What follows belongs to an exercise in optimizing a design on an open flow for small area and few clock cycles; a production flow would make more cautious choices.
In this exercise RTL edits were held to simulation tests only and were not proved equivalent to the original.

==> flow/design.v <==
module line_buffer(
  input             i_clk,
  input             i_load,
  input      [63:0] i_word,
  input             i_rot,
  output     [63:0] o_next,    
  output     [15:0] o_top,     
  output     [15:0] o_prev
);
reg [63:0] w0, w1, w2, w3, w4, w5, w6, w7;
reg [15:0] prev;
always @(posedge i_clk)
begin
    if(i_load | i_rot)
    begin
        w0 <= i_load ? i_word : w7;
        w1 <= w0;
        w2 <= w1;
        w3 <= w2;
        w4 <= w3;
        w5 <= w4;
        w6 <= w5;
        w7 <= w6;
    end
end
always @(posedge i_clk)
begin
    if(i_load)
        prev <= w7[63:48];
end
assign o_next = w6;
assign o_top  = w7[63:48];
assign o_prev = prev;
endmodule
module filter_x(
input      [79:0] i_a,       
input      [79:0] i_b,
input      [79:0] i_c,
output     [7:0]  o_flat
);
genvar j;
generate
for(j = 0; j < 8; j = j + 1)
begin : col
    wire [7:0] a0 = i_a[8*(j+2) +: 8], a1 = i_a[8*(j+1) +: 8], a2 = i_a[8*j +: 8];
    wire [7:0] b0 = i_b[8*(j+2) +: 8],                           b2 = i_b[8*j +: 8];
    wire [7:0] c0 = i_c[8*(j+2) +: 8], c1 = i_c[8*(j+1) +: 8], c2 = i_c[8*j +: 8];
    wire p_in, q_in;
    y_filter sp (.x0(a0), .x1(b0), .x2(a1), .y0(b2), .y1(c1), .y2(c2), .o_in(p_in));
    y_filter sq (.x0(b0), .x1(c0), .x2(c1), .y0(a1), .y1(a2), .y2(b2), .o_in(q_in));
    assign o_flat[j] = p_in & q_in;
end
endgenerate
endmodule
module y_filter(
input  [7:0] x0, x1, x2,
input  [7:0] y0, y1, y2,
output       o_in
);
wire [7:0] sx, cx, sy, cy;
genvar i;
generate
for(i = 0; i < 8; i = i + 1)
begin : l1
    assign {cx[i], sx[i]} = x0[i] + x1[i] + x2[i];
    assign {cy[i], sy[i]} = y0[i] + y1[i] + y2[i];
end
endgenerate
wire [9:0] v0 = {2'b00, sx};
wire [9:0] v1 = {1'b0, cx, 1'b0};
wire [9:0] v2 = {2'b00, ~sy};
wire [9:0] v3 = {1'b0, ~cy, 1'b0};
wire [9:0] s2, c2, s3, c3;
generate
for(i = 0; i < 10; i = i + 1)
begin : l2
    assign {c2[i], s2[i]} = v0[i] + v1[i] + v2[i];
end
endgenerate
wire [9:0] c2s = {c2[8:0], 1'b0};
generate
for(i = 0; i < 10; i = i + 1)
begin : l3
    assign {c3[i], s3[i]} = s2[i] + c2s[i] + v3[i];
end
endgenerate
wire [10:0] r = {1'b0, s3} + {c3, 1'b0};
assign o_in = (r >= 11'd705) && (r <= 11'd825);
endmodule
module sobel_top(
input        i_clk,
input        i_rst,
input        i_line1_data_valid,
input [63:0] i_line1_data,
output       o_line1_data_ack,
input        i_line2_data_valid,
input [63:0] i_line2_data,
output       o_line2_data_ack,
input        i_line3_data_valid,
input [63:0] i_line3_data,
output       o_line3_data_ack,
output       o_sobel_data_valid,
output [63:0]o_sobel_data,
input        i_sobel_data_ack,
input        i_filter
);
reg  [2:0] rd_word;     
reg        rd_done;     
reg        res_ok;      
reg        recov;       
reg  [7:0] res;
wire out_valid = i_filter & ~rd_done & res_ok & ~recov;
wire out_take  = out_valid & i_sobel_data_ack;
wire rot       = out_take | recov;
wire shift1 = i_line1_data_valid | rot;
wire shift2 = i_line2_data_valid | rot;
wire shift3 = i_line3_data_valid | rot;
wire all_shift = shift1 & shift2 & shift3;
wire any_shift = shift1 | shift2 | shift3;
always @(posedge i_clk)
begin
    if(!i_rst)
    begin
        rd_word <= 3'd0;
        rd_done <= 1'b0;
        res_ok  <= 1'b0;
        recov   <= 1'b0;
    end
    else
    begin
        if(rot)
            rd_word <= rd_word + 1'b1;
        if(out_take && rd_word == 3'd7)
            rd_done <= 1'b1;
        if(!i_filter)
            rd_done <= 1'b0;
        if(all_shift)
            res_ok <= 1'b1;
        else if(any_shift)
            res_ok <= 1'b0;
        if(i_filter & ~rd_done & ~res_ok & ~recov)
            recov <= 1'b1;
        else if(recov && rd_word == 3'd7)
            recov <= 1'b0;
    end
end
wire all_waiting = out_valid & (rd_word == 3'd0);
assign o_line1_data_ack   = ~all_waiting;
assign o_line2_data_ack   = ~all_waiting;
assign o_line3_data_ack   = ~all_waiting;
assign o_sobel_data_valid = out_valid;
function [63:0] lanes_to_pixels(input [63:0] d);
    lanes_to_pixels = {d[31:0], d[63:32]};
endfunction
wire [63:0] next1, next2, next3;
wire [15:0] top1, top2, top3;
wire [15:0] prev1, prev2, prev3;
line_buffer lb1 (
  .i_clk(i_clk),
  .i_load(i_line1_data_valid),
  .i_word(lanes_to_pixels(i_line1_data)),
  .i_rot(rot),
  .o_next(next1),
  .o_top(top1),
  .o_prev(prev1)
);
line_buffer lb2 (
  .i_clk(i_clk),
  .i_load(i_line2_data_valid),
  .i_word(lanes_to_pixels(i_line2_data)),
  .i_rot(rot),
  .o_next(next2),
  .o_top(top2),
  .o_prev(prev2)
);
line_buffer lb3 (
  .i_clk(i_clk),
  .i_load(i_line3_data_valid),
  .i_word(lanes_to_pixels(i_line3_data)),
  .i_rot(rot),
  .o_next(next3),
  .o_top(top3),
  .o_prev(prev3)
);
wire [7:0] res_next;
filter_x filt (
    .i_a({next1, recov ? prev1 : top1}),
    .i_b({next2, recov ? prev2 : top2}),
    .i_c({next3, recov ? prev3 : top3}),
    .o_flat(res_next)
);
always @(posedge i_clk)
begin
    if(all_shift)
        res <= res_next;
end
wire [63:0] res_bytes = {{8{res[7]}}, {8{res[6]}}, {8{res[5]}}, {8{res[4]}},
                         {8{res[3]}}, {8{res[2]}}, {8{res[1]}}, {8{res[0]}}};
assign o_sobel_data = {res_bytes[31:0], res_bytes[63:32]};
endmodule
make LEC_CHECK=0 CAP_MARGIN=20 CORE_MARGIN=2 CORE_UTILIZATION=75 CTS_BUF_LIST=sky130_fd_sc_hd__clkbuf_16 CTS_CLUSTER_DIAMETER=100 CTS_CLUSTER_SIZE=30 SLEW_MARGIN=20 finish   # period 5.0 ns
run.sh (not shown) runs the stock make flow with config.mk's settings and CLKGATE_MAP_FILE= SYNTH_SCRIPT=/design/flow/synth_recipe.tcl, a recipe that flattens the netlist after the stock synthesis.
Testbench counts at the start, summed over its fixed seeds: cycles 3,072.
Rerun with:
- CORE_UTILIZATION: 75 -> 60
- CTS_BUF_LIST: sky130_fd_sc_hd__clkbuf_16 -> sky130_fd_sc_hd__clkbuf_8
- CTS_CLUSTER_DIAMETER: 100 -> 60
- CTS_CLUSTER_SIZE: 30 -> 18
Effect:
- critical path depth is higher by 1
- worst setup slack improves by 63 ps
- die area is higher by 25%
- global-route usage is lower by 8.1 points
- via count is lower by 4.0%
- count of clock-buffer cells in the layout is higher by 47
- routed wire length is lower by 6.6%
- final cell count is higher by 6.9%

-- afterwards: timing with drivers on the ports --
The results above use ideal ports. As a check the final layouts listed here were re-extracted and re-timed, cells and wires unchanged. Step 1: set_driving_cell puts a clkbuf_16 on i_clk and a buf_2 on each other input, an assumption about the parent block. Step 2 also shifts input and output timing later by t, the mid clock arrival at the registers, as if the neighbouring blocks saw the same clock. Slacks: ideal ports / drivers / drivers and shift; pairs: ideal ports / drivers.
| run | shift t [ns] | slack for setup (ns) | worst setup path at the end | worst data-port slew with drivers (ns) |
|---|---|---|---|---|
| the first run | 0.756 | 0.243 / 0.243 / 0.243 | register to register | 0.07 |
| the second run | 0.888 | 0.306 / 0.306 / 0.306 | register to register | 0.08 |
After both steps setup and hold are still met in every run listed.
